Context: an optimization exercise on an open-source flow, tuned for small area and a short achievable clock period. The choices shown serve that exercise and are no tape-out recipe. Only the layout flow was run in this run; the RTL was not checked for function there. No activity file was given, so power comes from the tool's default toggle rates.

==> design/flow/config.mk <==
export PLATFORM = sky130hd
export DESIGN_NAME = top
export DESIGN_NICKNAME = top
export VERILOG_FILES = /design/flow/design.v
export SDC_FILE = /design/flow/constraint.sdc
export NUM_CORES = 4
export LEC_CHECK = 0
export CAP_MARGIN = 20
export CORE_MARGIN = 2
export CORE_UTILIZATION = 40
export SLEW_MARGIN = 20
==> design/flow/constraint.sdc <==
create_clock -name core_clock -period 25.0 [get_ports {clk}]
set_input_delay 5.0000 -clock core_clock [delete_from_list [all_inputs] [get_ports {clk}]]
set_output_delay 5.0000 -clock core_clock [all_outputs]
set_load 0.01 [all_outputs]
==> design/flow/design.v <==
`timescale 1ns / 1ps
module wallace_16bit(A,B,Z);
input [15:0] A,B;
output [31:0] Z;
reg p [15:0][15:0];
integer i,j;
wire [278:0]s,c;
always@(*)
begin
for(i=0;i<=15;i=i+1)
for(j=0;j<=15;j=j+1)
p[i][j] <= A[i]&B[j];
end
assign s[0] = p[0][0];
HA h1(s[1],c[1],p[0][1],p[1][0]);
FA f1(s[2],c[2],p[0][2],p[1][1],p[2][0]);
FA f2(s[3],c[3],p[0][3],p[1][2],p[2][1]);
FA f3(s[4],c[4],p[0][4],p[1][3],p[2][2]);
FA f4(s[5],c[5],p[0][5],p[1][4],p[2][3]);
FA f5(s[6],c[6],p[0][6],p[1][5],p[2][4]);
FA f6(s[7],c[7],p[0][7],p[1][6],p[2][5]);
FA f7(s[8],c[8],p[0][8],p[1][7],p[2][6]);
FA f8(s[9],c[9],p[0][9],p[1][8],p[2][7]);
FA f9(s[10],c[10],p[0][10],p[1][9],p[2][8]);
FA f10(s[11],c[11],p[0][11],p[1][10],p[2][9]);
FA f11(s[12],c[12],p[0][12],p[1][11],p[2][10]);
FA f12(s[13],c[13],p[0][13],p[1][12],p[2][11]);
FA f13(s[14],c[14],p[0][14],p[1][13],p[2][12]);
FA f14(s[15],c[15],p[0][15],p[1][14],p[2][13]);
HA h2(s[16],c[16],p[1][15],p[2][14]);
HA h3(s[17],c[17],p[3][1],p[4][0]);
FA f15(s[18],c[18],p[3][2],p[4][1],p[5][0]);
FA f16(s[19],c[19],p[3][3],p[4][2],p[5][1]);
FA f17(s[20],c[20],p[3][4],p[4][3],p[5][2]);
FA f18(s[21],c[21],p[3][5],p[4][4],p[5][3]);
FA f19(s[22],c[22],p[3][6],p[4][5],p[5][4]);
FA f20(s[23],c[23],p[3][7],p[4][6],p[5][5]);
FA f21(s[24],c[24],p[3][8],p[4][7],p[5][6]);
FA f22(s[25],c[25],p[3][9],p[4][8],p[5][7]);
FA f23(s[26],c[26],p[3][10],p[4][9],p[5][8]);
FA f24(s[27],c[27],p[3][11],p[4][10],p[5][9]);
FA f25(s[28],c[28],p[3][12],p[4][11],p[5][10]);
FA f26(s[29],c[29],p[3][13],p[4][12],p[5][11]);
FA f27(s[30],c[30],p[3][14],p[4][13],p[5][12]);
FA f28(s[31],c[31],p[3][15],p[4][14],p[5][13]);
HA h4(s[32],c[32],p[4][15],p[5][14]);
HA h5(s[33],c[33],p[6][1],p[7][0]);
FA f29(s[34],c[34],p[6][2],p[7][1],p[8][0]);
FA f30(s[35],c[35],p[6][3],p[7][2],p[8][1]);
FA f31(s[36],c[36],p[6][4],p[7][3],p[8][2]);
FA f32(s[37],c[37],p[6][5],p[7][4],p[8][3]);
FA f33(s[38],c[38],p[6][6],p[7][5],p[8][4]);
FA f34(s[39],c[39],p[6][7],p[7][6],p[8][5]);
FA f35(s[40],c[40],p[6][8],p[7][7],p[8][6]);
FA f36(s[41],c[41],p[6][9],p[7][8],p[8][7]);
FA f37(s[42],c[42],p[6][10],p[7][9],p[8][8]);
FA f38(s[43],c[43],p[6][11],p[7][10],p[8][9]);
FA f39(s[44],c[44],p[6][12],p[7][11],p[8][10]);
FA f40(s[45],c[45],p[6][13],p[7][12],p[8][11]);
FA f41(s[46],c[46],p[6][14],p[7][13],p[8][12]);
FA f42(s[47],c[47],p[6][15],p[7][14],p[8][13]);
HA h6(s[48],c[48],p[7][15],p[8][14]);
HA h7(s[49],c[49],p[9][1],p[10][0]);
FA f43(s[50],c[50],p[9][2],p[10][1],p[11][0]);
FA f44(s[51],c[51],p[9][3],p[10][2],p[11][1]);
FA f45(s[52],c[52],p[9][4],p[10][3],p[11][2]);
FA f46(s[53],c[53],p[9][5],p[10][4],p[11][3]);
FA f47(s[54],c[54],p[9][6],p[10][5],p[11][4]);
FA f48(s[55],c[55],p[9][7],p[10][6],p[11][5]);
FA f49(s[56],c[56],p[9][8],p[10][7],p[11][6]);
FA f50(s[57],c[57],p[9][9],p[10][8],p[11][7]);
FA f51(s[58],c[58],p[9][10],p[10][9],p[11][8]);
FA f52(s[59],c[59],p[9][11],p[10][10],p[11][9]);
FA f53(s[60],c[60],p[9][12],p[10][11],p[11][10]);
FA f54(s[61],c[61],p[9][13],p[10][12],p[11][11]);
FA f55(s[62],c[62],p[9][14],p[10][13],p[11][12]);
FA f56(s[63],c[63],p[9][15],p[10][14],p[11][13]);
HA h53(s[64],c[64],p[10][15],p[11][14]);
HA h8(s[65],c[65],p[12][1],p[13][0]);
FA f57(s[66],c[66],p[12][2],p[13][1],p[14][0]);
FA f58(s[67],c[67],p[12][3],p[13][2],p[14][1]);
FA f59(s[68],c[68],p[12][4],p[13][3],p[14][2]);
FA f60(s[69],c[69],p[12][5],p[13][4],p[14][3]);
FA f61(s[70],c[70],p[12][6],p[13][5],p[14][4]);
FA f62(s[71],c[71],p[12][7],p[13][6],p[14][5]);
FA f63(s[72],c[72],p[12][8],p[13][7],p[14][6]);
FA f64(s[73],c[73],p[12][9],p[13][8],p[14][7]);
FA f65(s[74],c[74],p[12][10],p[13][9],p[14][8]);
FA f66(s[75],c[75],p[12][11],p[13][10],p[14][9]);
FA f67(s[76],c[76],p[12][12],p[13][11],p[14][10]);
FA f68(s[77],c[77],p[12][13],p[13][12],p[14][11]);
FA f69(s[78],c[78],p[12][14],p[13][13],p[14][12]);
FA f70(s[79],c[79],p[12][15],p[13][14],p[14][13]);
HA h54(s[80],c[80],p[13][15],p[14][14]);
HA h9(s[81],c[81],s[2],c[1]);
FA f71(s[82],c[82],s[3],c[2],p[3][0]);
FA f72(s[83],c[83],s[4],c[3],s[17]);
FA f73(s[84],c[84],s[5],c[4],s[18]);
FA f74(s[85],c[85],s[6],c[5],s[19]);
FA f75(s[86],c[86],s[7],c[6],s[20]);
FA f76(s[87],c[87],s[8],c[7],s[21]);
FA f77(s[88],c[88],s[9],c[8],s[22]);
FA f78(s[89],c[89],s[10],c[9],s[23]);
FA f79(s[90],c[90],s[11],c[10],s[24]);
FA f80(s[91],c[91],s[12],c[11],s[25]);
FA f81(s[92],c[92],s[13],c[12],s[26]);
FA f82(s[93],c[93],s[14],c[13],s[27]);
FA f83(s[94],c[94],s[15],c[14],s[28]);
FA f84(s[95],c[95],s[16],c[15],s[29]);
FA f85(s[96],c[96],p[2][15],c[16],s[30]);
HA h10(s[97],c[97],p[6][0],c[18]);
HA h11(s[98],c[98],c[19],s[33]);
FA f86(s[99],c[99],c[20],s[34],c[33]);
FA f87(s[100],c[100],c[21],s[35],c[34]);
FA f88(s[101],c[101],c[22],s[36],c[35]);
FA f89(s[102],c[102],c[23],s[37],c[36]);
FA f90(s[103],c[103],c[24],s[38],c[37]);
FA f91(s[104],c[104],c[25],s[39],c[38]);
FA f92(s[105],c[105],c[26],s[40],c[39]);
FA f93(s[106],c[106],c[27],s[41],c[40]);
FA f94(s[107],c[107],c[28],s[42],c[41]);
FA f95(s[108],c[108],c[29],s[43],c[42]);
FA f96(s[109],c[109],c[30],s[44],c[43]);
FA f97(s[110],c[110],c[31],s[45],c[44]);
FA f98(s[111],c[111],c[32],s[46],c[45]);
HA h12(s[112],c[112],s[47],c[46]);
HA h13(s[113],c[113],s[48],c[47]);
HA h14(s[114],c[114],p[8][15],c[48]);
HA h15(s[115],c[115],s[50],c[49]);
FA f99(s[116],c[116],s[51],c[50],p[12][0]);
FA f100(s[117],c[117],s[52],c[51],s[65]);
FA f101(s[118],c[118],s[53],c[52],s[66]);
FA f102(s[119],c[119],s[54],c[53],s[67]);
FA f103(s[120],c[120],s[55],c[54],s[68]);
FA f104(s[121],c[121],s[56],c[55],s[69]);
FA f105(s[122],c[122],s[57],c[56],s[70]);
FA f106(s[123],c[123],s[58],c[57],s[71]);
FA f107(s[124],c[124],s[59],c[58],s[72]);
FA f108(s[125],c[125],s[60],c[59],s[73]);
FA f109(s[126],c[126],s[61],c[60],s[74]);
FA f110(s[127],c[127],s[62],c[61],s[75]);
FA f111(s[128],c[128],s[63],c[62],s[76]);
FA f112(s[129],c[129],s[64],c[63],s[77]);
FA f113(s[130],c[130],p[11][15],c[64],s[78]);
HA h16(s[131],c[131],s[82],c[81]);
HA h17(s[132],c[132],s[83],c[82]);
FA f114(s[133],c[133],s[84],c[83],c[17]);
FA f115(s[134],c[134],s[85],c[84],s[97]);
FA f116(s[135],c[135],s[86],c[85],s[98]);
FA f117(s[136],c[136],s[87],c[86],s[99]);
FA f118(s[137],c[137],s[88],c[87],s[100]);
FA f119(s[138],c[138],s[89],c[88],s[101]);
FA f120(s[139],c[139],s[90],c[89],s[102]);
FA f121(s[140],c[140],s[91],c[90],s[103]);
FA f122(s[141],c[141],s[92],c[91],s[104]);
FA f123(s[142],c[142],s[93],c[92],s[105]);
FA f124(s[143],c[143],s[94],c[93],s[106]);
FA f125(s[144],c[144],s[95],c[94],s[107]);
FA f126(s[145],c[145],s[96],c[95],s[108]);
FA f127(s[146],c[146],s[31],c[96],s[109]);
HA h18(s[147],c[147],s[32],s[110]);
HA h19(s[148],c[148],p[5][15],s[111]);
HA h20(s[149],c[149],c[99],p[9][0]);
HA h21(s[150],c[150],c[100],s[49]);
HA h22(s[151],c[151],c[101],s[115]);
FA f128(s[152],c[152],c[102],s[116],c[115]);
FA f129(s[153],c[153],c[103],s[117],c[116]);
FA f130(s[154],c[154],c[104],s[118],c[117]);
FA f131(s[155],c[155],c[105],s[119],c[118]);
FA f132(s[156],c[156],c[106],s[120],c[119]);
FA f133(s[157],c[157],c[107],s[121],c[120]);
FA f134(s[158],c[158],c[108],s[122],c[121]);
FA f135(s[159],c[159],c[109],s[123],c[122]);
FA f136(s[160],c[160],c[110],s[124],c[123]);
FA f137(s[161],c[161],c[111],s[125],c[124]);
FA f138(s[162],c[162],c[112],s[126],c[125]);
FA f139(s[163],c[163],c[113],s[127],c[126]);
FA f140(s[164],c[164],c[114],s[128],c[127]);
HA h23(s[165],c[165],s[129],c[128]);
HA h24(s[166],c[166],s[130],c[129]);
HA h25(s[167],c[167],s[79],c[130]);
HA h26(s[168],c[168],s[132],c[131]);
HA h27(s[169],c[169],s[133],c[132]);
HA h28(s[170],c[170],s[134],c[133]);
FA f141(s[171],c[171],s[135],c[134],c[97]);
FA f142(s[172],c[172],s[136],c[135],c[98]);
FA f143(s[173],c[173],s[137],c[136],s[149]);
FA f144(s[174],c[174],s[138],c[137],s[150]);
FA f145(s[175],c[175],s[139],c[138],s[151]);
FA f146(s[176],c[176],s[140],c[139],s[152]);
FA f147(s[177],c[177],s[141],c[140],s[153]);
FA f148(s[178],c[178],s[142],c[141],s[154]);
FA f149(s[179],c[179],s[143],c[142],s[155]);
FA f150(s[180],c[180],s[144],c[143],s[156]);
FA f151(s[181],c[181],s[145],c[144],s[157]);
FA f152(s[182],c[182],s[146],c[145],s[158]);
FA f153(s[183],c[183],s[147],c[146],s[159]);
FA f154(s[184],c[184],s[148],c[147],s[160]);
FA f155(s[185],c[185],s[112],c[148],s[161]);
HA h55(s[186],c[186],s[113],s[162]);
HA h29(s[187],c[187],s[114],c[163]);
HA h30(s[188],c[188],c[153],c[65]);
FA f156(s[189],c[189],c[154],c[66],p[15][0]);
FA f157(s[190],c[190],c[155],c[67],p[15][1]);
FA f158(s[191],c[191],c[156],c[68],p[15][2]);
FA f159(s[192],c[192],c[157],c[69],p[15][3]);
FA f160(s[193],c[193],c[158],c[70],p[15][4]);
FA f161(s[194],c[194],c[159],c[71],p[15][5]);
FA f162(s[195],c[195],c[160],c[72],p[15][6]);
FA f163(s[196],c[196],c[161],c[73],p[15][7]);
FA f164(s[197],c[197],c[162],c[74],p[15][8]);
FA f165(s[198],c[198],c[163],c[75],p[15][9]);
FA f166(s[199],c[199],c[164],c[76],p[15][10]);
FA f167(s[200],c[200],c[165],c[77],p[15][11]);
FA f168(s[201],c[201],c[166],c[78],p[15][12]);
FA f169(s[202],c[202],c[167],c[79],p[15][13]);
HA h31(s[203],c[203],c[80],p[15][14]);
HA h32(s[204],c[204],s[169],c[168]);
HA h33(s[205],c[205],s[170],c[169]);
HA h34(s[206],c[206],s[171],c[170]);
HA h35(s[207],c[207],s[172],c[171]);
HA h36(s[208],c[208],s[173],c[172]);
FA f170(s[209],c[209],s[174],c[173],c[149]);
FA f171(s[210],c[210],s[175],c[174],c[150]);
FA f172(s[211],c[211],s[176],c[175],c[151]);
FA f173(s[212],c[212],s[177],c[176],c[152]);
FA f174(s[213],c[213],s[178],c[177],s[188]);
FA f175(s[214],c[214],s[179],c[178],s[189]);
FA f176(s[215],c[215],s[180],c[179],s[190]);
FA f177(s[216],c[216],s[181],c[180],s[191]);
FA f178(s[217],c[217],s[182],c[181],s[192]);
FA f179(s[218],c[218],s[183],c[182],s[193]);
FA f180(s[219],c[219],s[184],c[183],s[194]);
FA f181(s[220],c[220],s[185],c[184],s[195]);
FA f182(s[221],c[221],s[186],c[185],s[196]);
FA f183(s[222],c[222],s[187],c[186],s[197]);
FA f184(s[223],c[223],s[164],c[187],s[198]);
HA h37(s[224],c[224],s[165],s[199]);
HA h38(s[225],c[225],s[166],s[200]);
HA h39(s[226],c[226],s[167],s[201]);
HA h40(s[227],c[227],s[80],s[202]);
HA h41(s[228],c[228],p[14][15],s[203]);
HA h42(s[229],c[229],s[205],c[204]);
HA h43(s[230],c[230],s[206],c[205]);
HA h44(s[231],c[231],s[207],c[206]);
HA h45(s[232],c[232],s[208],c[207]);
HA h46(s[233],c[233],s[209],c[208]);
HA h47(s[234],c[234],s[210],c[209]);
HA h48(s[235],c[235],s[211],c[210]);
HA h49(s[236],c[236],s[212],c[211]);
HA h50(s[237],c[237],s[213],c[212]);
FA f185(s[238],c[238],s[214],c[213],c[188]);
FA f186(s[239],c[239],s[215],c[214],c[189]);
FA f187(s[240],c[240],s[216],c[215],c[190]);
FA f188(s[241],c[241],s[217],c[216],c[191]);
FA f189(s[242],c[242],s[218],c[217],c[192]);
FA f190(s[243],c[243],s[219],c[218],c[193]);
FA f191(s[244],c[244],s[220],c[219],c[194]);
FA f192(s[245],c[245],s[221],c[220],c[195]);
FA f193(s[246],c[246],s[222],c[221],c[196]);
FA f194(s[247],c[247],s[223],c[222],c[197]);
FA f195(s[248],c[248],s[224],c[223],c[198]);
FA f196(s[249],c[249],s[225],c[224],c[199]);
FA f197(s[250],c[250],s[226],c[225],c[200]);
FA f198(s[251],c[251],s[227],c[226],c[201]);
FA f199(s[252],c[252],s[228],c[227],c[202]);
FA f200(s[253],c[253],p[15][15],c[228],c[203]);
HA h51(s[254],c[254],s[230],c[229]);
FA f201(s[255],c[255],s[231],c[230],c[254]);
FA f202(s[256],c[256],s[232],c[231],c[255]);
FA f203(s[257],c[257],s[233],c[232],c[256]);
FA f204(s[258],c[258],s[234],c[233],c[257]);
FA f205(s[259],c[259],s[235],c[234],c[258]);
FA f206(s[260],c[260],s[236],c[235],c[259]);
FA f207(s[261],c[261],s[237],c[236],c[260]);
FA f208(s[262],c[262],s[238],c[237],c[261]);
FA f209(s[263],c[263],s[239],c[238],c[262]);
FA f210(s[264],c[264],s[240],c[239],c[263]);
FA f211(s[265],c[265],s[241],c[240],c[264]);
FA f212(s[266],c[266],s[242],c[241],c[265]);
FA f213(s[267],c[267],s[243],c[242],c[266]);
FA f214(s[268],c[268],s[244],c[243],c[267]);
FA f215(s[269],c[269],s[245],c[244],c[268]);
FA f216(s[270],c[270],s[246],c[245],c[269]);
FA f217(s[271],c[271],s[247],c[246],c[270]);
FA f218(s[272],c[272],s[248],c[247],c[271]);
FA f219(s[273],c[273],s[249],c[248],c[272]);
FA f220(s[274],c[274],s[250],c[249],c[273]);
FA f221(s[275],c[275],s[251],c[250],c[274]);
FA f222(s[276],c[276],s[252],c[251],c[275]);
FA f223(s[277],c[277],s[253],c[252],c[276]);
HA h52(s[278],c[278],c[277],c[253]);
assign Z ={s[278],s[277],s[276],s[275],s[274],s[273],s[272],s[271],s[270],s[269],s[268],s[267],s[266],s[265],s[264],s[263],s[262],s[261],s[260],s[259],s[258],s[257],s[256],s[255],s[254],s[229],s[204],s[168],s[131],s[81],s[1],s[0]};
endmodule
module HA(sum,carry,a,b);
input a,b;
output sum,carry;
assign sum=a^b;
assign carry=a&b;
endmodule
module FA( S, Cout, X1, X2, Cin);  
  input X1, X2, Cin; 
  output S, Cout;
    reg[1:0] temp;
   always @(*)
   begin 
   temp = {1'b0,X1} + {1'b0,X2}+{1'b0,Cin};
   end 
   assign S = temp[0];
   assign Cout = temp[1];
endmodule  
`timescale 1ns / 1ps
module ALU_16bit(A, B, op_dec, data_in,clk,reset,
ans_ex, DM_data, data_out, flag_ex);
input [15:0] A,B,data_in;
input [5:0] op_dec;
input	clk,reset;
output reg [15:0] ans_ex, DM_data, data_out;
reg [1:0] flag_prv;
output wire [1:0] flag_ex;
wire [15:0] ans_tmp,data_out_buff;
wire[15:0] out;
wire [15:0] z;
wire[31:0] w;
wire c1,c2,b;
wire [15:0]sum,A1,B1,B3;
assign B3 = (op_dec[0]==1'b0) ? B :
					(op_dec[0]==1'b1) ? ~B + 16'b0000000000000001 : B;  
wallace_16bit w1(A,B,w);
assign b = (w[31:16] == 16'b0)?1'b0:1'b1;					
   assign {c1,sum[14:0]}=A[14:0]+B3[14:0];      
	assign {c2,sum[15]}=A[15]+B3[15]+c1;         
   assign flag_ex[0]=((op_dec==6'b000000) | (op_dec==6'b000001) | (op_dec==6'b001000) | (op_dec==6'b001001))?c1^c2:(op_dec== 6'b111111)?b:1'b0;  
right_shift r1(A,B,out);     
 assign ans_tmp = (op_dec==6'b000000)?sum:					 
                  (op_dec==6'b000001)?sum:					 
						(op_dec==6'b000010)?B:						 
					   (op_dec==6'b000100)?A&B:					 
						(op_dec==6'b000101)?A|B:					 
						(op_dec==6'b000110)?A^B:					 
					   (op_dec==6'b000111)?~B:						 
						(op_dec==6'b001000)?sum:					 
						(op_dec==6'b001001)?sum:					 
					   (op_dec==6'b001010)?B:						 
						(op_dec==6'b001100)?A&B:					 
						(op_dec==6'b001101)?A|B:					 
						(op_dec==6'b001110)?A^B:					 
						(op_dec==6'b001111)?~B:						 
					   (op_dec==6'b010000)?ans_ex:				 
						(op_dec==6'b010001)?ans_ex:				 
						(op_dec==6'b010100)?A:						 
					   (op_dec==6'b010101)?A:						 
						(op_dec==6'b010110)?data_in:				 
						(op_dec==6'b010111)?ans_ex:				 
						(op_dec==6'b011000)?ans_ex:				 
						(op_dec==6'b011001)?A<<B:					 
						(op_dec==6'b011010)?A>>B:					 
						(op_dec==6'b011011)?out:
						(op_dec==6'b111111)?w[15:0]:ans_ex;			 
	assign flag_ex[1]=(ans_tmp==0)?1'b1:1'b0;              
	assign data_out_buff = (op_dec==6'b010111)?A:data_out;  
	always@(posedge clk)
	begin	
	if(reset==0)
	begin
	ans_ex<=0;
	data_out<=0;							 
	flag_prv<=0;
	DM_data<=0;
	end
	else
	begin
	ans_ex<=ans_tmp;
   data_out <= data_out_buff;     
   flag_prv <= flag_ex;
	DM_data<=B;
	end
end	
endmodule
module right_shift(A1,B1,out);
input signed[15:0]A1;
input [3:0] B1;					 
output [15:0]out;
assign out=A1>>>B1;
endmodule
`timescale 1ns / 1ps
module Data_memory(ans_ex,DM_out,mem_mux_sel_dm,reset,clk,ans_dm);
input [15:0] ans_ex,DM_out;
input mem_mux_sel_dm,reset,clk;
output [15:0] ans_dm;
reg [15:0] Ex_out;
always@(posedge clk)
begin
if(reset==1'b0)
	begin					
		Ex_out<= 16'b0;				 
	end
else
	begin
		Ex_out<=ans_ex;        
	end
end
assign ans_dm = (mem_mux_sel_dm==0)?Ex_out:DM_out;		 
endmodule
`timescale 1ns / 1ps
module Dependency_check_block(ins,clk,reset,imm,op_dec,RW_dm,mux_sel_A,mux_sel_B,imm_sel,
mem_en_ex,mem_rw_ex,mem_mux_sel_dm);
input [31:0]ins;
input clk,reset;
output reg [15:0] imm;
output reg [5:0] op_dec;
output reg[4:0] RW_dm;
output [1:0] mux_sel_A,mux_sel_B;
output reg imm_sel,mem_en_ex,mem_rw_ex,mem_mux_sel_dm;
reg q1,q2,q3,q4,q5;
reg [4:0]reg1,reg2,reg3,reg4,reg5,reg6;
wire [14:0] in_ex,ins_and;
assign JMP = ((~ins[31])&ins[30]&ins[29]&(~ins[28])&(~ins[27])&(~ins[26]));  
assign Cond_J = ((~ins[31])&ins[30]&(ins[29])&(ins[28])); 
assign LD_fb = ((~ins[31])&ins[30]&(~ins[29])&(ins[28])&(~ins[27])&(~ins[26])&(~q1)); 
assign Imm = ((~ins[31])&(~ins[30])&ins[29]); 
assign LD1 = ((~ins[31])&ins[30]&(~ins[29])&(ins[28])&(~ins[27])&(~ins[26])); 
assign ST = ((~ins[31])&ins[30]&(~ins[29])&(ins[28])&(~ins[27])&(ins[26])); 
always@(posedge clk)
begin
	if(reset==0)
		begin
			q1<=0;
			op_dec<=0;
			imm<=0;
			imm_sel<=0;
			q2<=0;
			mem_rw_ex<=0;
			q3<=0;
			q4<=0;
			mem_en_ex<=0;								 
			q5<=0;
			mem_mux_sel_dm<=0;
			reg1<=0;
			reg2<=0;
			reg3<=0;
			reg4<=0;
			reg5<=0;
			reg6<=0;
		end
	else
		begin
			q1 <= LD_fb;
			op_dec <=ins[31:26];
			imm <=ins[15:0];
			imm_sel<=Imm;
			q2<=ins[26];
			mem_rw_ex<=q2;
			q3<=LD1&(~q3);
			q4<=ST;
			mem_en_ex<=(q3|q4);
			q5<=((~q2)&(q3|q4));
			mem_mux_sel_dm<=q5;		 
			reg1<=ins_and[14:10];
			reg2<=reg1;
			RW_dm<=reg2;
			reg4<=RW_dm;
			reg5<=ins_and[4:0];
			reg6<=ins_and[9:5];
		end
end 
assign in_ex = {15{~(JMP|Cond_J|q1)}};  
assign ins_and = ins[25:11]&in_ex;	
assign comp1 = (reg2==reg6)?1'b1:1'b0;
assign comp2 = (RW_dm==reg6)?1'b1:1'b0;
assign comp3 = (reg4==reg6)?1'b1:1'b0;		 
assign comp4 = (reg2==reg5)?1'b1:1'b0;
assign comp5 = (RW_dm==reg5)?1'b1:1'b0;
assign comp6 = (reg4==reg5)?1'b1:1'b0;
assign and1 = (~comp1)&comp2;
assign and2 = (~comp1)&(~comp2)&comp3;
assign and3 = (~comp4)&comp5;						 
assign and4 = (~comp4)&(~comp5)&comp6;
assign mux_sel_A=(and2==1)?2'b11:(and1==1)?2'b10:(comp1==1)?2'b01:2'b00; 
assign mux_sel_B=(and4==1)?2'b11:(and3==1)?2'b10:(comp4==1)?2'b01:2'b00; 
endmodule
`timescale 1ns / 1ps
module jump_control_block(jmp_address_pm,current_address, op, flag_ex,interrupt,clk, reset,jmp_loc,pc_mux_sel
    );
input [15:0] jmp_address_pm,current_address;
input [5:0] op;
input [1:0] flag_ex;
input interrupt,clk, reset;
output wire [15:0] jmp_loc;
output pc_mux_sel;
wire jnv, jv, jz, jnz, jmp, ret;
wire [1:0] flag_tmp,  flag_mux;
wire [15:0] jmp_address_pm_out, next_address;
wire [15:0] pc_counter_mux;
reg [15:0] current_address_tmp;
reg [1:0] flag_ex_tmp;
reg jmp_address_pm_sel, flag_ex_sel;
assign jv =(~op[5] & op[4] & op[3] & op[2] & ~op[1] & ~op[0]);
assign jnv = (~op[5] & op[4] & op[3] & op[2] & ~op[1] & op[0]);
assign jz = (~op[5] & op[4] & op[3] & op[2] & op[1] & ~op[0]);
assign jnz = (~op[5] & op[4] & op[3] & op[2] & op[1] & op[0]);
assign jmp = (~op[5] & op[4] & op[3] & ~op[2] & ~op[1] & ~op[0]);
assign ret = (~op[5] & op[4] & ~op[3] & ~op[2] & ~op[1] & ~op[0]);
always@(posedge clk)
begin
	if(reset == 1'b0)
	begin
	jmp_address_pm_sel <=0;
	flag_ex_sel	<= 0;
	end
	else
	begin
	jmp_address_pm_sel <= interrupt;
	flag_ex_sel	<= jmp_address_pm_sel;
	end
end
assign w1 = jv & flag_tmp[0];
assign w2 = jnv & ~flag_tmp[0];
assign w3 = jz & flag_tmp[1];
assign w4 = jnz & ~flag_tmp[1];
assign next_address = current_address + 16'b0000000000000001;
assign pc_mux_sel = (w1|w2|w3|w4|ret|jmp|jmp_address_pm_sel);
assign pc_counter_mux = ( interrupt == 0) ? current_address_tmp : next_address;
assign jmp_address_pm_out = (jmp_address_pm_sel == 0) ? jmp_address_pm : 16'b1111000000000000; 
assign jmp_loc = (ret == 1'b0) ? jmp_address_pm_out : current_address_tmp; 
assign flag_mux = (flag_ex_sel == 1'b0) ? flag_ex_tmp : flag_ex;
assign flag_tmp = (ret == 1'b0) ? flag_ex : flag_ex_tmp;
always@(posedge clk)
begin
if(reset == 1'b0)
begin
current_address_tmp <= 0;
flag_ex_tmp <= 0;
end
else
begin
current_address_tmp <= pc_counter_mux;
flag_ex_tmp <= flag_mux;
end
end
endmodule
`timescale 1ns / 1ps
module prog_memory(jmp_loc,pc_mux_sel,stall,stall_pm,reset,clk,PM_out,ins,current_address
    );
input [15:0] jmp_loc;
input pc_mux_sel,stall,stall_pm,reset,clk;
input [31:0] PM_out;
output [31:0] ins;
output [15:0] current_address;
wire [31:0] ins_pm;
wire [15:0] CAJ,CAR;
reg [31:0] ins_prv;
reg [15:0] hold_address,next_address;
assign CAJ = (stall==0)?next_address:hold_address;			 
assign CAR = (pc_mux_sel==0)?CAJ:jmp_loc;						 
assign current_address = (reset==0)?16'b0:CAR;				 
assign ins_pm = (stall_pm==0)?PM_out:ins_prv;				 
assign ins = (reset==0)?32'b0:ins_pm;							 
always@(posedge clk)
begin
if(reset==0)
begin
  ins_prv<=0;
  hold_address<=0;						 
  next_address<=0;
end
else
begin
 hold_address<=current_address;
 next_address<=current_address+16'b0000000000000001;		 
 ins_prv<=ins;
end
end
endmodule
`timescale 1ns / 1ps
module Register_bank(ans_ex,ans_wb,imm,mux_sel_A,mux_sel_B,imm_sel,RA,RB,RW_dm,clk,reset,ans_dm,A,B,AR,BR);
input [4:0] RA,RB,RW_dm;
input clk,reset,imm_sel;
input[1:0]mux_sel_A,mux_sel_B;
input [15:0] ans_dm,ans_ex,ans_wb,imm;
output wire [15:0]A,B;
output reg[15:0] AR,BR;
wire [15:0]BI;
integer k;
reg [15:0] register [31:1];   
assign A = (mux_sel_A==2'b00)?AR:(mux_sel_A==2'b01)?ans_ex:(mux_sel_A==2'b10)?ans_dm:(mux_sel_A==2'b11)?ans_wb:16'd0; 
assign BI = (mux_sel_B==2'b00)?BR:(mux_sel_B==2'b01)?ans_ex:(mux_sel_B==2'b10)?ans_dm:(mux_sel_B==2'b11)?ans_wb:16'd0;    
assign B = (imm_sel==1'b0)?BI:imm;  
always@(posedge clk)
begin
if(reset==1'b0)
begin
for(k=1;k<32;k=k+1)
  register[k] <= 16'd0;
AR <= 16'd0;
BR <= 16'd0;
end
else
begin
if(RW_dm!=5'd0)
  register[RW_dm] <= ans_dm;    
AR <= (RA==RW_dm)?ans_dm:(RA==5'd0)?16'b0000000000001000:register[RA];   
BR <= (RB==RW_dm)?ans_dm:(RB==5'd0)?16'b0000000000001000:register[RB];   
end
end
endmodule
`timescale 1ns / 1ps
module stall_control(op,clk,reset,stall,stall_pm);
input [5:0] op;
input clk,reset;
output reg stall_pm;
output stall;
wire jump,ld,hlt;
reg q,q1,q2;
wire p,p1,p2,stall_pm_tmp;
assign jump = (~op[5])&op[4]&op[3]&op[2]&(~q1);							 
assign ld = op[4]&op[2]&(~op[1])&(~op[5])&(~op[3])&(~op[0])&(~q2); 
assign hlt = (op==6'b010001)?1'b1:1'b0;											 
assign stall= (jump|ld|hlt);													 
assign p=(reset==0)?1'b0:jump;													 
assign p1=(reset==0)?1'b0:q;														 
assign p2=(reset==0)?1'b0:ld;
assign stall_pm_tmp=(reset==0)?1'b0:stall;
always@(posedge clk)
begin
	q<=p;																				 
	q1<=p1;
	q2<=p2;
	stall_pm<=stall_pm_tmp;
end
endmodule
`timescale 1ns / 1ps
module write_back(ans_dm,clk,reset,ans_wb);
input [15:0] ans_dm;
input clk,reset;
output reg [15:0] ans_wb;
always@(posedge clk)
begin
	if(reset==1'b0)
		ans_wb<=16'b0;
	else
		ans_wb<=ans_dm;								 
end
endmodule
`timescale 1ns / 1ps
module top(data_in,clk,interrupt,reset,data_out,
           pm_addr,pm_rdata,dm_en,dm_we,dm_addr,dm_wdata,dm_rdata);
input[15:0] data_in;
input clk,reset,interrupt;
output[15:0] data_out;
output [15:0] pm_addr;		 
input  [31:0] pm_rdata;		 
output dm_en,dm_we;		 
output [15:0] dm_addr,dm_wdata;	 
input  [15:0] dm_rdata;		 
wire [31:0] ins;
wire [15:0] A;
wire [15:0] B;
wire [15:0] Current_Address;
wire [15:0] ans_ex;
wire [15:0] ans_dm;
wire[15:0] ans_wb;
wire [1:0] mux_sel_A;
wire [1:0] mux_sel_B;
wire imm_sel;
wire [15:0] AR,BR;
wire [5:0] op_dec;
wire [4:0] RA ;
wire [4:0] RB ;
wire [4:0] RW_dm;
wire [15:0] DM_data, imm, jmp_address_pm, jmp_loc;
wire  [1:0] flag_ex;
wire pc_mux_sel, stall, stall_pm;
wire mem_rw_ex, mem_en_ex, mem_mux_sel_dm;
assign RB = ins[15:11];
assign RA = ins [20:16];
assign jmp_address_pm = ins[15:0]; 
assign pm_addr = Current_Address;
assign dm_en = mem_en_ex;
assign dm_we = mem_rw_ex;
assign dm_addr = ans_ex;
assign dm_wdata = DM_data;
ALU_16bit a1(A, B, op_dec, data_in,clk,reset,ans_ex, DM_data, data_out, flag_ex);		 
Data_memory a2(ans_ex,dm_rdata,mem_mux_sel_dm,reset,clk,ans_dm);		 
Dependency_check_block a7(ins,clk,reset,imm,op_dec,RW_dm,mux_sel_A,mux_sel_B,imm_sel,mem_en_ex,mem_rw_ex,mem_mux_sel_dm);  
jump_control_block a4(jmp_address_pm,Current_Address, ins[31:26], flag_ex,interrupt,clk, reset,jmp_loc,pc_mux_sel);  
prog_memory a8(jmp_loc,pc_mux_sel,stall,stall_pm,reset,clk,pm_rdata,ins,Current_Address);  
Register_bank a3(ans_ex,ans_wb,imm,mux_sel_A,mux_sel_B,imm_sel,RA,RB,RW_dm,clk,reset,ans_dm,A,B,AR,BR);  
stall_control a5(ins[31:26],clk,reset,stall,stall_pm);  
write_back a6(ans_dm,clk,reset,ans_wb);  
endmodule
==> design/flow/run.sh <==
#!/bin/bash
# synth_recipe.tcl (not shown) runs the flow's synth.tcl, then flattens the netlist and writes it again
# the make line also repeats each setting of config.mk as NAME=value (left out here)
make -C /OpenROAD-flow-scripts/flow DESIGN_CONFIG=/design/flow/config.mk WORK_HOME=/design/flow/orfs CLKGATE_MAP_FILE= SYNTH_SCRIPT=/design/flow/synth_recipe.tcl finish
==> reports/summary.md <==
The region available for standard cell placement spans 126000 um2. Area growth from synthesis to final layout: 14.3%. Remaining number of nets flagged by the antenna check after routing: 0. Across the routed clock network, the largest skew measured is 0.0619 ns. The average via count per standard cell is 6.22, and the cell area power density is 108 nW/um2. Averaged over all synthesized cells, the footprint is 8.50 um2.

The tools report the element type at the critical path end as an output port. In this run the most critical hold path is launched from a7.q1. For the worst setup path, the data arrival time is 19.42 ns. The cell with the most instances on the worst path is fa_2. Setup violations remaining at the end of the flow were counted as 0. The die covers 130000 um2. The global-route usage over all layers is 0.350, and the count of routing violations after the opening detailed-route iteration is 6179. The Yosys step of the flow raised 33 warnings.

For the worst-skew pair, the clock arrives at the later sink with an insertion delay of 0.74 ns. Effective utilization at floorplan: 0.404. Setup repair after global routing left no endpoint under its margin. The tools report the via count of the first global-routing pass as 46400. The path class of the tightest hold or removal check is flip-flop to flip-flop. The most used flip-flop cell after synthesis is edfxtp_1. The max-cap violation count is 0. Proportion of register bits with asynchronous set or reset after synthesis: 0.

The floorplan step set the die width to 361 um. The clock drives 747 sinks. The slowest stage of the critical path is the fa_2 cell.

Summed over all cells, the static leakage comes to 22.4 nW. The reg-to-reg startpoint was a7.RW_dm[2]. The run gives 0 as the count of pins over their slew limit. The transition time at the pin with the least slew margin came out at 1.23 ns. In the synthesized netlist, the number of instances is 5994.

Of all nets on the critical path, the largest fanout is 6. Row generation in the floorplan step produced 130 rows. The number of cells on the worst reg-to-reg path is 68.

TritonCTS built the clock tree. The flow ran to the end and the layout has no timing, DRC or antenna violations. The tools report the non-filler instance count after layout as 7754. Clock slew at the register clock pins of the worst setup and hold paths: 0.06 ns.

The clock passes through at most 3 buffers. The number of antenna violations at the first check in global routing was 7. The total length of routed wires is 234000 um. Final core utilization: 0.462. The tree is rooted in a clkbuf_16. The setup check on the worst reg-to-reg path leaves a slack of 7.16 ns. The post-placement setup slack is -1.32 ns, and the sequential area share after synthesis is 0.395. The smallest clock period supported by the final layout is computed as 24.42 ns.

After synthesis the cells add up to 50900 um2. Across all hold checks on the routed design, the worst slack comes to 0.405 ns. The largest vdd supply drop was 0.175 mV; the final critical-path share of the clock period was 0.977.

Average wire per standard cell: 30.1 um. The number of hold buffers added after CTS was 0. The hold-critical path depth was 1. The die span in y is 361 um. Routability-driven placement finished with a final weighted congestion of 1.08. Global routing finished with a remaining overflow of 0. Final net count: 6419. The tools report the total CTS buffers as 87. In this run, distinct cell masters in the synthesized netlist total 94. Including well taps, the total number of placed cells is 7577. The longest individual stage delay on the worst path was 0.52 ns; the final HPWL from detailed placement was 161000 um. Detailed routing inserted a total of 48200 vias. The tools report the total power as 6.27 mW. The first global-routing pass estimated 334000 um of wire.

The synthesized design contains 517 enable-type register cells. Final count of hold timing violations: 0. In this run the number of H-tree levels came out at 3. The tightest slew margin relative to the limit came out at 0.168. Among cell families on the critical path, the largest total delay comes from adder cells.

The largest net degree at the start of global routing was 145; the highest achievable clock rate was 0.0409 GHz. The synthesized design contains 747 register bits. Buffers plus inverters on the worst setup path: 15.

The worst register-to-register path ends at a4.current_address_tmp[8]. For this run, the detailed router's first-pass iteration total came to 6. The share of cells above drive strength 1 was 0.0962.

In the post-route analysis, the smallest setup slack over all paths is 0.576 ns. Pin placement for this block handled 133 I/O pins. The count of input and output buffers was 132. Endpoint of the worst hold-timing path: a7.q1. STA puts the critical path data required time at 20.00 ns.

The count of unresolved DRC violations after routing is 0. The worst setup path is launched from an input port. By startpoint and endpoint, the worst setup path is classified as input port to output port.
cell families (layout without fill, tap and decap cells):
logic type | count (synthesis) | in the layout | synth area share
compound gates | 978 | 978 | 0.136
xor+xnor | 92 | 92 | 0.0158
fa+ha+maj | 327 | 327 | 0.113
buf+inv | 836 | 927 | 0.0635
flops | 747 | 747 | 0.395
mux | 200 | 200 | 0.0441
other cells | 1 | 20 | 0.0000736
simple gates | 2813 | 2813 | 0.232
cells in the mapped netlist, types with 103 or more instances:
library cell,instances,share of area
nand2_1,1224,0.090
a21oi_1,197,0.019
nor2_1,950,0.070
and3_1,189,0.023
o21ai_0,142,0.014
nor3_1,116,0.011
ha_1,103,0.025
dfxtp_1,230,0.090
a311oi_1,195,0.034
inv_1,334,0.025
edfxtp_1,517,0.30
nand3_1,195,0.019
fa_1,224,0.088
mux2i_1,157,0.031
clkbuf_1,406,0.030
how the worst max path moves through the flow:
stage          slack (ns)   startpoint           to  cells past startpoint
6_report             0.58  dm_rdata[3]   pm_addr[2]                     60
5_1_grt              0.03  dm_rdata[3]  pm_addr[12]                     61
4_1_cts              0.02  dm_rdata[3]  pm_addr[12]                     59
3_5_place_dp        -1.32  dm_rdata[5]  pm_addr[12]                     57
3_3_place_gp        -1.19  dm_rdata[5]  pm_addr[12]                     57
2_1_floorplan        0.04  dm_rdata[2]  pm_addr[10]                     57
routing by layer:
layer | track usage | share of wire | up-vias
met5 | 0 | 0.00035 | -
met2 | 0.540 | 0.44 | 3160
met1 | 0.451 | 0.38 | 23600
li1 | - | - | 20800
met3 | 0.0674 | 0.10 | 664
met4 | 0.225 | 0.077 | 12
state kept, by name, indices dropped and copies added, names as in the netlist, 6 cells and up:
register / cells
a1.DM_data: 16
a3.register: 512
a8.ins_prv: 11
a8.hold_address: 16
a3.BR: 16
a2.Ex_out: 16
a8.next_address: 16
a7.op_dec: 6
a3.AR: 16
a7.imm: 15
a1.ans_ex: 16
a6.ans_wb: 16
a4.current_address_tmp: 16
a1.data_out: 16
report_power, final:
group          switching [mW]  internal [mW]  leakage, nW
sequential             0.0627           1.40         7.24
combinational            2.24           1.24         13.7
clock                   0.577          0.752         1.44
through the flow:
step / setup TNS (ns) / cell area (um2)
after global placement: -17.72 / 55000
after detailed placement: -19.94 / 55000
final: 0 / 58200
after CTS: 0 / 58100
after floorplan: 0 / 51000
after global routing: 0 / 58200
final cells by class:
| cell class | count | area (um2) |
|---|---|---|
| repair buffers | 416 | 3580 |
| clock buffers | 108 | 2360 |
| multi-input cells | 4426 | 28200 |
| fillers | 12300 | 67800 |
| flip-flops and latches | 747 | 20100 |
| well taps | 1650 | 2060 |
| inverters | 347 | 1330 |
| diodes | 4 | 10.0 |
| clock inverters | 56 | 592 |
cell usage in the layout (no fill, tap or decap), types with 193 or more instances in the layout:
cell,synthesis,routed
edfxtp_1,517,517
a21oi_1,197,194
nor2_1,950,947
buf_4,2,267
nand2_1,1224,1215
fa_1,224,202
inv_1,334,329
dfxtp_1,230,228
nand3_1,195,195
a311oi_1,195,193
repair_timing:
action                     4_1_cts  5_1_grt
resized for setup               53       21
setup endpoints to repair       16       16
buffers inserted                 7        2
pin swaps                        8       37

afterwards: timing with drivers on the ports:
How much do the figures lean on ideal ports? The routed layout below was timed once more, with nothing changed but the port constraints. Step 1 assumes that a clkbuf_16 drives the clock port and a buf_2 every other input. Step 2, shift: input delay + t, output delay - t, t = (earliest + latest rising clock arrival at the registers) / 2. This alone moves slack from input paths to output paths. Three values: no drivers, after step 1, after step 2; two values: the first two.
t (ns): 0.791
slack for setup (ns): 0.576 / 0.553 / 0.553
cell pins on the clock port's net: 1
After both steps setup and hold are still met in this run. The setup slack of this run moves by -0.023 ns with the drivers and by -0.023 ns with both steps.
